Source: an optimization exercise on an open RTL-to-GDS flow (aim: small area, a short achievable clock period and few clock cycles). Production flows keep margins and buffers that such runs may drop. Only simulation tests tie the RTL to the original design; equivalence was not proved.

## exponent
module exponent (clock, reset_n, enable, x, a, p, ready);
    input logic clock, reset_n, enable;
    input logic [31:0] x, a;
    output logic [31:0] p;
    output logic ready;
    logic [31:0] b;       
    logic [30:0] e;       
    logic busy;
    wire [31:0] s = busy ? b : x;
    wire [31:0] sq;       
    wire [31:0] pr;       
    wire sq_1;
    wire sq_2;
    wire sq_3;
    wire sq_4;
    wire sq_5;
    wire sq_6;
    wire sq_7;
    wire sq_8;
    wire sq_9;
    wire sq_10;
    wire sq_11;
    wire sq_12;
    wire sq_13;
    wire sq_14;
    wire sq_15;
    wire sq_16;
    wire sq_17;
    wire sq_18;
    wire sq_19;
    wire sq_20;
    wire sq_21;
    wire sq_22;
    wire sq_23;
    wire sq_24;
    wire sq_25;
    wire sq_26;
    wire sq_27;
    wire sq_28;
    wire sq_29;
    wire sq_30;
    wire sq_31;
    wire sq_32;
    wire sq_33;
    wire sq_34;
    wire sq_35;
    wire sq_36;
    wire sq_37;
    wire sq_38;
    wire sq_39;
    wire sq_40;
    wire sq_41;
    wire sq_42;
    wire sq_43;
    wire sq_44;
    wire sq_45;
    wire sq_46;
    wire sq_47;
    wire sq_48;
    wire sq_49;
    wire sq_50;
    wire sq_51;
    wire sq_52;
    wire sq_53;
    wire sq_54;
    wire sq_55;
    wire sq_56;
    wire sq_57;
    wire sq_58;
    wire sq_59;
    wire sq_60;
    wire sq_61;
    wire sq_62;
    wire sq_63;
    wire sq_64;
    wire sq_65;
    wire sq_66;
    wire sq_67;
    wire sq_68;
    wire sq_69;
    wire sq_70;
    wire sq_71;
    wire sq_72;
    wire sq_73;
    wire sq_74;
    wire sq_75;
    wire sq_76;
  ...
export LEC_CHECK = 0
export CAP_MARGIN = 20
export CORE_MARGIN = 2
export CORE_UTILIZATION = 40
export PLACE_DENSITY = 0.6
export SETUP_SLACK_MARGIN = 3.5
export SLEW_MARGIN = 20
create_clock -name core_clock -period 10.0 [get_ports {clock}]
run.sh (not shown) runs the stock make flow with config.mk's settings and CLKGATE_MAP_FILE= SYNTH_SCRIPT=/design/flow/synth_recipe.tcl, a recipe that flattens the netlist after the stock synthesis.
Testbench counts at the start, summed over its fixed seeds: cycles 3,115.
==> next run, changes <==
- SETUP_SLACK_MARGIN: 3.5 -> 4.5
The new run finished with timing, DRC and antenna clean.
Cell area went up by 8.9%.
Critical path depth does not change.
Synthesized cell count is unchanged.
Routed wire length is higher by 6.7%.
Clock skew is lower by 3.1 ps.
Worst setup slack is worse by 17 ps.
Clock-buffer cell count does not change.
Via count came out higher by 3.9%.
Non-clock buffer count rose by 121.

---

exponent, a different RTL version from the one above (not shown whole).
For scale: ~2100 cells after synthesis, about 94 flip-flops, ~0.021 mm² of cells after synthesis.
// exponent
module exponent (clock, reset_n, enable, x, a, p, ready);
    input logic clock, reset_n, enable;
    input logic [31:0] x, a;
    output logic [31:0] p;
    output logic ready;
    logic [31:0] b;       
    logic [28:0] e;       
    logic busy;
    logic [31:0] np, nb;
    assign p = ~np;
    assign b = ~nb;
    wire [31:0] s = b | (x & {32{~busy}});
    wire last = (e[28:1] == 28'd0);
    wire keep = reset_n & (busy ? ~last : (ready & enable));
    wire a_ge32 = |a[31:5];
    wire a_ge16 = |a[31:4];
    wire a_ge11 = a_ge16 | (a[3] & (a[2] | (a[1] & a[0])));
    wire a_ge8 = |a[31:3];
    wire a_ge7 = a_ge8 | (&a[2:0]);
    wire a_ge6 = a_ge8 | (&a[2:1]);
    wire a_ge5 = a_ge8 | (a[2] & (a[1] | a[0]));
    wire a_ge4 = |a[31:2];
    wire a_ge3 = a_ge4 | (&a[1:0]);
    wire a_ge2 = |a[31:1];
    wire a_ge1 = |a;
    wire zero = (~x[0] & a_ge32) | (~|x[1:0] & a_ge16) | (~|x[2:0] & a_ge11)
              | (~|x[3:0] & a_ge8) | (~|x[4:0] & a_ge7) | (~|x[5:0] & a_ge6)
              | (~|x[6:0] & a_ge5) | (~|x[7:0] & a_ge4) | (~|x[10:0] & a_ge3)
              | (~|x[15:0] & a_ge2) | (~|x & a_ge1);
    wire [31:0] sq;       
    wire [31:0] pr;       
    wire sq_1;
    wire sq_2;
    wire sq_3;
    wire sq_4;
    wire sq_5;
    wire sq_6;
    wire sq_7;
    wire sq_8;
    wire sq_9;
    wire sq_10;
    wire sq_11;
    wire sq_12;
    wire sq_13;
    wire sq_14;
    wire sq_15;
    wire sq_16;
    wire sq_17;
  ...
clock: 10.0 ns
lec_check: 0
cap_margin: 20
core_margin: 2
core_utilization: 40
place_density: 0.6
setup_slack_margin: 3.0
slew_margin: 20
synth_hierarchical: 1
Testbench counts at the start, summed over its fixed seeds: cycles 2,126.
Then changed:
CORE_UTILIZATION = 50   (was 40)
PLACE_DENSITY = 0.65   (was 0.6)
SETUP_SLACK_MARGIN = 3.5   (was 3.0)
Setup slack improved by 0.54 ns.
First-iteration DRC count rises by 14%.
Routed wire length goes up by 6.4%.
Global-route usage increases by 8.9 points.
Area after synthesis is unchanged.
Count of clock-buffer cells in the layout goes up by 1.
Cell count fell by 1.9%.

==> re-timing with driven ports <==
How much do the figures lean on ideal ports? The routed layouts below were timed once more, with nothing changed but the port constraints.
Step 1 assumes that a clkbuf_16 drives the clock port and a buf_2 every other input.
Step 2 also shifts input and output timing later by t, the mid clock arrival at the registers, as if the neighbouring blocks saw the same clock.
a / b / c = no drivers / after step 1 / after step 2; a / b = the first two.
run	shift t [ns]	setup slack, ns	worst hold slack (ns)
the first run of note 1	0.420	3.480 / 3.489 / 3.069	0.487 / 0.487 / 0.487
the second run of note 1	0.425	3.463 / 3.462 / 3.037	0.494 / 0.494 / 0.494
the first run of note 2	0.399	2.942 / 2.938 / 2.539	0.467 / 0.467 / 0.467
the second run of note 2	0.408	3.478 / 3.475 / 3.067	0.485 / 0.485 / 0.485
After both steps setup and hold are still met in every run listed. The setup slack of the second run of note 1, which loses most, moves by -0.001 ns with the drivers and by -0.426 ns with both steps.
